This design comes from an exercise in tuning for small area and a short achievable clock period on the open sky130 flow, not from production work. At most, simulation tests tie the RTL to the original design; equivalence was not proved. Power is estimated from default activity; no workload was simulated.

the previous run:
Design APB_TOP, start of the top module:
module APB_TOP(
    input PCLK, PRESETn,
    input ST, WEN,
    input [8:0] APB_WADRS, APB_RADRS,
    input [7:0] APB_WDATA,
    output [7:0] APB_RDATA_OUT,
    output PSLVERR
);
==> module APB_MASTER, before the edit <==
module APB_MASTER(
    input            PCLK, PRESETn,
    input            ST, WEN,
    input      [8:0] APB_WADRS, APB_RADRS,
    input      [7:0] APB_WDATA,
    input      [7:0] PRDATA,
    output           WE,
    output reg [7:0] HI, LO,
    output reg [7:0] PWDATA,
    output reg       PSLVERR,
    output reg [7:0] APB_RDATA_OUT
);
reg setup, access;    
reg pwrite;           
reg aerr;             
wire       take = PRESETn & ST & ~setup;
wire [8:0] adr  = WEN ? APB_WADRS : APB_RADRS;
always @(posedge PCLK)
begin
    setup  <= take;
    access <= PRESETn & setup;
end
always @(posedge PCLK)
begin
    if (!setup)
    begin
        pwrite <= WEN;
        aerr   <= |adr[8:6];
        PWDATA <= APB_WDATA;
        LO     <= 8'd1 << adr[2:0];
        HI     <= (adr[7:6] == 2'b00) ? (8'd1 << adr[5:3]) : 8'd0;
    end
end
assign WE = PRESETn & access & pwrite;
always @(posedge PCLK)
begin
    if (!PRESETn)
        APB_RDATA_OUT <= 8'd0;
    else if (access & ~pwrite)
        APB_RDATA_OUT <= PRDATA;
end
always @(posedge PCLK)
    PSLVERR <= PRESETn & (setup | access) & aerr;
endmodule
==> module APB_SLAVE, before the edit <==
module APB_SLAVE(
    input            PCLK,
    input            WE,
    input      [7:0] HI, LO,
    input      [7:0] PWDATA,
    output reg [7:0] PRDATA
);
reg [7:0] mem [0:63];
integer g, j;
always @(posedge PCLK)
begin
    for (g = 0; g < 8; g = g + 1)
        for (j = 0; j < 8; j = j + 1)
            if (WE & HI[g] & LO[j])
                mem[8*g+j] <= PWDATA;
end
always @(*)
begin
    PRDATA = 8'd0;
    for (g = 0; g < 8; g = g + 1)
        for (j = 0; j < 8; j = j + 1)
            PRDATA = PRDATA | ({8{HI[g] & LO[j]}} & mem[8*g+j]);
end
endmodule
==> flow/config.mk <==
export PLATFORM = sky130hd
export DESIGN_NAME = APB_TOP
export DESIGN_NICKNAME = APB_TOP
export VERILOG_FILES = /design/flow/design.v
export SDC_FILE = /design/flow/constraint.sdc
export NUM_CORES = 4
export LEC_CHECK = 0
export CAP_MARGIN = 20
export CORE_MARGIN = 2
export CORE_UTILIZATION = 40
export SETUP_SLACK_MARGIN = 1.0
export SLEW_MARGIN = 20
==> flow/constraint.sdc <==
create_clock -name core_clock -period 2.7 [get_ports {PCLK}]
set_input_delay 0.5400 -clock core_clock [delete_from_list [all_inputs] [get_ports {PCLK}]]
set_output_delay 0.5400 -clock core_clock [all_outputs]
set_load 0.01 [all_outputs]
run.sh (not shown) runs the stock make flow with config.mk's settings and CLKGATE_MAP_FILE= SYNTH_SCRIPT=/design/flow/synth_recipe.tcl, a recipe that flattens the netlist after the stock synthesis.
Per the final summary, the previous run finished and its layout is clean on timing, DRC and antenna.
Inputs modified between the previous run and the current run:
diff --git a/flow/design.v b/flow/design.v
--- a/flow/design.v
+++ b/flow/design.v
@@ -11,6 +11,7 @@
     output reg [7:0] APB_RDATA_OUT
 );
 reg setup, access;    
+reg free;             
 reg pwrite;           
 reg aerr;             
 wire       take = PRESETn & ST & ~setup;
@@ -18,18 +19,18 @@
 always @(posedge PCLK)
 begin
     setup  <= take;
+    free   <= ~take;
     access <= PRESETn & setup;
 end
+wire [7:0] lo_n = 8'd1 << adr[2:0];
+wire [7:0] hi_n = (adr[7:6] == 2'b00) ? (8'd1 << adr[5:3]) : 8'd0;
 always @(posedge PCLK)
 begin
-    if (!setup)
-    begin
-        pwrite <= WEN;
-        aerr   <= |adr[8:6];
-        PWDATA <= APB_WDATA;
-        LO     <= 8'd1 << adr[2:0];
-        HI     <= (adr[7:6] == 2'b00) ? (8'd1 << adr[5:3]) : 8'd0;
-    end
+    pwrite <= (pwrite & setup) | (WEN & free);
+    aerr   <= (aerr & setup) | ((|adr[8:6]) & free);
+    PWDATA <= (PWDATA & {8{setup}}) | (APB_WDATA & {8{free}});
+    LO     <= (LO & {8{setup}}) | (lo_n & {8{free}});
+    HI     <= (HI & {8{setup}}) | (hi_n & {8{free}});
 end
 assign WE = PRESETn & access & pwrite;
 always @(posedge PCLK)
@@ -58,13 +59,22 @@
             if (WE & HI[g] & LO[j])
                 mem[8*g+j] <= PWDATA;
 end
+reg [7:0] grp [0:7];
+reg [7:0] rd;
 always @(*)
 begin
-    PRDATA = 8'd0;
     for (g = 0; g < 8; g = g + 1)
+    begin
+        grp[g] = 8'd0;
         for (j = 0; j < 8; j = j + 1)
-            PRDATA = PRDATA | ({8{HI[g] & LO[j]}} & mem[8*g+j]);
+            grp[g] = grp[g] | ({8{LO[j]}} & mem[8*g+j]);
+    end
+    rd = 8'd0;
+    for (g = 0; g < 8; g = g + 1)
+        rd = rd | ({8{HI[g]}} & grp[g]);
 end
+always @(posedge PCLK)
+    PRDATA <= rd;
 endmodule
 module APB_TOP(
     input PCLK, PRESETn,
==> run notes <==
- The current run: done, clean on timing, DRC and antenna
- Relative to the previous run, area of the die has gone down in the current run.
- Going from the previous run to the current run, combined global-route utilization of all metal layers went down; number of clock buffers in the layout dropped about 24%; clock network power consumption picked up an extra about 2%; setup slack on the worst flop-to-flop path rose by 0.67 ns; highest cell delay on the worst timing path shows a reduction of 0.29 ns.
- In the current run the routed wire length turned out 29% lower than in the previous run.
No run of this note included a check of the RTL's function; only the layout flow was run.

* * *

Another version of the RTL of APB_TOP (not shown whole).
Size: about 1200 cells after synthesis, ~590 flip-flops, about 21000 um2 of cells after synthesis.
==> module APB_MASTER, before the edit <==
module APB_MASTER(
    input            PCLK, PRESETn,
    input            ST, WEN,
    input      [8:0] APB_WADRS, APB_RADRS,
    input      [7:0] APB_WDATA,
    input      [7:0] PRDATA,
    output reg [1:0] RHI,
    output reg [31:0] RLO,
    output reg [7:0] WHI, WLO,
    output reg [7:0] PWDATA,
    output reg       PSLVERR,
    output reg [7:0] APB_RDATA_OUT
);
reg setup;    
reg free;     
reg pwrite;   
reg aerr;     
reg rdacc;    
reg erracc;   
wire       take = PRESETn & ST & ~setup;
wire [8:0] adr  = WEN ? APB_WADRS : APB_RADRS;
always @(posedge PCLK)
begin
    setup  <= take;
    free   <= ~take;
end
always @(posedge PCLK)
begin
    pwrite <= WEN;
    aerr   <= |adr[8:6];
    RLO    <= {{8{adr[5:4] == 2'd3}}, {8{adr[5:4] == 2'd2}},
               {8{adr[5:4] == 2'd1}}, {8{adr[5:4] == 2'd0}}} & {4{8'd1 << adr[2:0]}};
    RHI    <= (adr[7:6] == 2'b00) ? {adr[3], ~adr[3]} : 2'b00;
    PWDATA <= (PWDATA & {8{setup}}) | (APB_WDATA & {8{free}});
end
wire go = PRESETn & setup;
always @(posedge PCLK)
begin
    rdacc  <= go & ~pwrite;
    erracc <= go & aerr;
    WHI    <= {RHI[1], RHI[0], RHI[1], RHI[0], RHI[1], RHI[0], RHI[1], RHI[0]}
              & {{2{|RLO[31:24]}}, {2{|RLO[23:16]}}, {2{|RLO[15:8]}}, {2{|RLO[7:0]}}}
              & {8{go & pwrite}};
    WLO    <= RLO[31:24] | RLO[23:16] | RLO[15:8] | RLO[7:0];
end
always @(posedge PCLK)
begin
    if (!PRESETn)
        APB_RDATA_OUT <= 8'd0;
    else if (rdacc)
        APB_RDATA_OUT <= PRDATA;
end
always @(posedge PCLK)
    PSLVERR <= PRESETn & ((setup & aerr) | erracc);
endmodule
==> module APB_SLAVE, before the edit <==
module APB_SLAVE(
    input            PCLK, PRESETn,
    input      [1:0] RHI,
    input      [31:0] RLO,
    input      [7:0] WHI, WLO,
    input      [7:0] PWDATA,
    output reg [7:0] PRDATA
);
reg [7:0] mem [0:63];
integer g, j;
always @(posedge PCLK)
begin
    for (g = 0; g < 8; g = g + 1)
        for (j = 0; j < 8; j = j + 1)
            if (PRESETn & WHI[g] & WLO[j])
                mem[8*g+j] <= PWDATA;
end
reg [7:0] grp [0:7];
reg [7:0] rd;
always @(*)
begin
    for (g = 0; g < 8; g = g + 1)
    begin
        grp[g] = 8'd0;
        for (j = 0; j < 8; j = j + 1)
            grp[g] = grp[g] | ({8{RLO[8*(g/2)+j]}} & mem[8*g+j]);
    end
    rd = 8'd0;
    for (g = 0; g < 8; g = g + 1)
        rd = rd | ({8{RHI[g%2]}} & grp[g]);
end
always @(posedge PCLK)
    PRDATA <= rd;
endmodule
==> module APB_TOP, before the edit <==
module APB_TOP(
    input PCLK, PRESETn,
    input ST, WEN,
    input [8:0] APB_WADRS, APB_RADRS,
    input [7:0] APB_WDATA,
    output [7:0] APB_RDATA_OUT,
    output PSLVERR
);
    wire [1:0] RHI;         
    wire [31:0] RLO;        
    wire [7:0] WHI, WLO;    
    wire [7:0] PWDATA, PRDATA;
    APB_MASTER MASTER_INST (
        .PCLK(PCLK),
        .PRESETn(PRESETn),
        .ST(ST),
        .WEN(WEN),
        .APB_WADRS(APB_WADRS),
        .APB_RADRS(APB_RADRS),
        .APB_WDATA(APB_WDATA),
        .PRDATA(PRDATA),
        .RHI(RHI),
        .RLO(RLO),
        .WHI(WHI),
        .WLO(WLO),
        .PWDATA(PWDATA),
        .PSLVERR(PSLVERR),
        .APB_RDATA_OUT(APB_RDATA_OUT)
    );
    APB_SLAVE SLAVE_INST (
        .PCLK(PCLK),
        .PRESETn(PRESETn),
        .RHI(RHI),
        .RLO(RLO),
        .WHI(WHI),
        .WLO(WLO),
        .PWDATA(PWDATA),
        .PRDATA(PRDATA)
    );
endmodule
Settings: LEC_CHECK=0, CAP_MARGIN=20, CORE_MARGIN=2, CORE_UTILIZATION=40, SETUP_SLACK_MARGIN=1.0, SLEW_MARGIN=20; clock period 2.7 ns.
standard.sh (not shown) runs the stock make flow with config.mk's settings and CLKGATE_MAP_FILE= SYNTH_SCRIPT=/design/flow/synth_recipe.tcl, a recipe that flattens the netlist after the stock synthesis.
==> flow/flow/run.sh <==
#!/bin/bash
set -euo pipefail
sed "s|CLKGATE_MAP_FILE= |CLKGATE_MAP_FILE= MATCH_CELL_FOOTPRINT=0 'BUFFER_PORTS_ARGS=-buffer_cell sky130_fd_sc_hd__buf_2' 'CTS_ARGS=-sink_clustering_enable -repair_clock_nets -sink_clustering_size 25 -sink_clustering_max_diameter 80 -dont_use_dummy_load' |" standard.sh > own_standard.sh
grep -q MATCH_CELL_FOOTPRINT=0 own_standard.sh
bash own_standard.sh > own_flow.log 2>&1
The starting point went through all stages and came out clean.
Then changed:
--- a/flow/design.v
+++ b/flow/design.v
@@ -5,5 +5,5 @@
     input      [7:0] APB_WDATA,
     input      [7:0] PRDATA,
-    output reg [1:0] RHI,
+    output reg [7:0] RHI,
     output reg [31:0] RLO,
     output reg [7:0] WHI, WLO,
@@ -31,5 +31,5 @@
     RLO    <= {{8{adr[5:4] == 2'd3}}, {8{adr[5:4] == 2'd2}},
                {8{adr[5:4] == 2'd1}}, {8{adr[5:4] == 2'd0}}} & {4{8'd1 << adr[2:0]}};
-    RHI    <= (adr[7:6] == 2'b00) ? {adr[3], ~adr[3]} : 2'b00;
+    RHI    <= (adr[7:6] == 2'b00) ? (8'd1 << adr[5:3]) : 8'd0;
     PWDATA <= (PWDATA & {8{setup}}) | (APB_WDATA & {8{free}});
 end
@@ -39,7 +39,5 @@
     rdacc  <= go & ~pwrite;
     erracc <= go & aerr;
-    WHI    <= {RHI[1], RHI[0], RHI[1], RHI[0], RHI[1], RHI[0], RHI[1], RHI[0]}
-              & {{2{|RLO[31:24]}}, {2{|RLO[23:16]}}, {2{|RLO[15:8]}}, {2{|RLO[7:0]}}}
-              & {8{go & pwrite}};
+    WHI    <= RHI & {8{go & pwrite}};
     WLO    <= RLO[31:24] | RLO[23:16] | RLO[15:8] | RLO[7:0];
 end
@@ -56,5 +54,5 @@
 module APB_SLAVE(
     input            PCLK, PRESETn,
-    input      [1:0] RHI,
+    input      [7:0] RHI,
     input      [31:0] RLO,
     input      [7:0] WHI, WLO,
@@ -83,5 +81,5 @@
     rd = 8'd0;
     for (g = 0; g < 8; g = g + 1)
-        rd = rd | ({8{RHI[g%2]}} & grp[g]);
+        rd = rd | ({8{RHI[g]}} & grp[g]);
 end
 always @(posedge PCLK)
@@ -96,5 +94,5 @@
     output PSLVERR
 );
-    wire [1:0] RHI;         
+    wire [7:0] RHI;         
     wire [31:0] RLO;        
     wire [7:0] WHI, WLO;    
Effect:
- clock-buffer cell count came out higher by 1
- utilization shrinks by 0.85 points
- clock power grows by about 1%
- sequential power stays flat
- area after synthesis is about the same
- synthesized cell count grows by 1.9%
- non-clock buffer count drops by 34
- first-iteration DRC count came out lower by 4.4%
For the first run of this note, only the layout was checked, not whether the RTL still works.

-- static timing again, ports no longer ideal --
The results above use ideal ports. As a check the final layouts listed here were re-extracted and re-timed, cells and wires unchanged.
Step 1: set_driving_cell puts a clkbuf_16 on PCLK and a buf_2 on each other input, an assumption about the parent block.
Step 2 moves the port delays by t, midway between the first and last clock arrival at a register: inputs arrive t later, outputs are due t later. That takes back most of the time a late clock gives input paths.
Slacks: ideal / step 1 / step 2; pairs: ideal / step 1.
| run | shift t [ns] | setup WS [ns] | worst setup path at the end |
|---|---|---|---|
| the previous run | 0.669 | 0.277 / 0.277 / 0.277 | register to register |
| the current run | 0.629 | 0.943 / 0.943 / 0.419 | input to register |
| the first run of note 2 | 0.645 | 0.879 / 0.879 / 0.732 | input to register |
| the second run of note 2 | 0.642 | 1.002 / 0.993 / 0.516 | input to register |
After both steps every run listed still meets setup and hold. For the current run, which loses most, drivers alone change the setup slack by 0.000 ns; drivers and shift together by -0.524 ns.
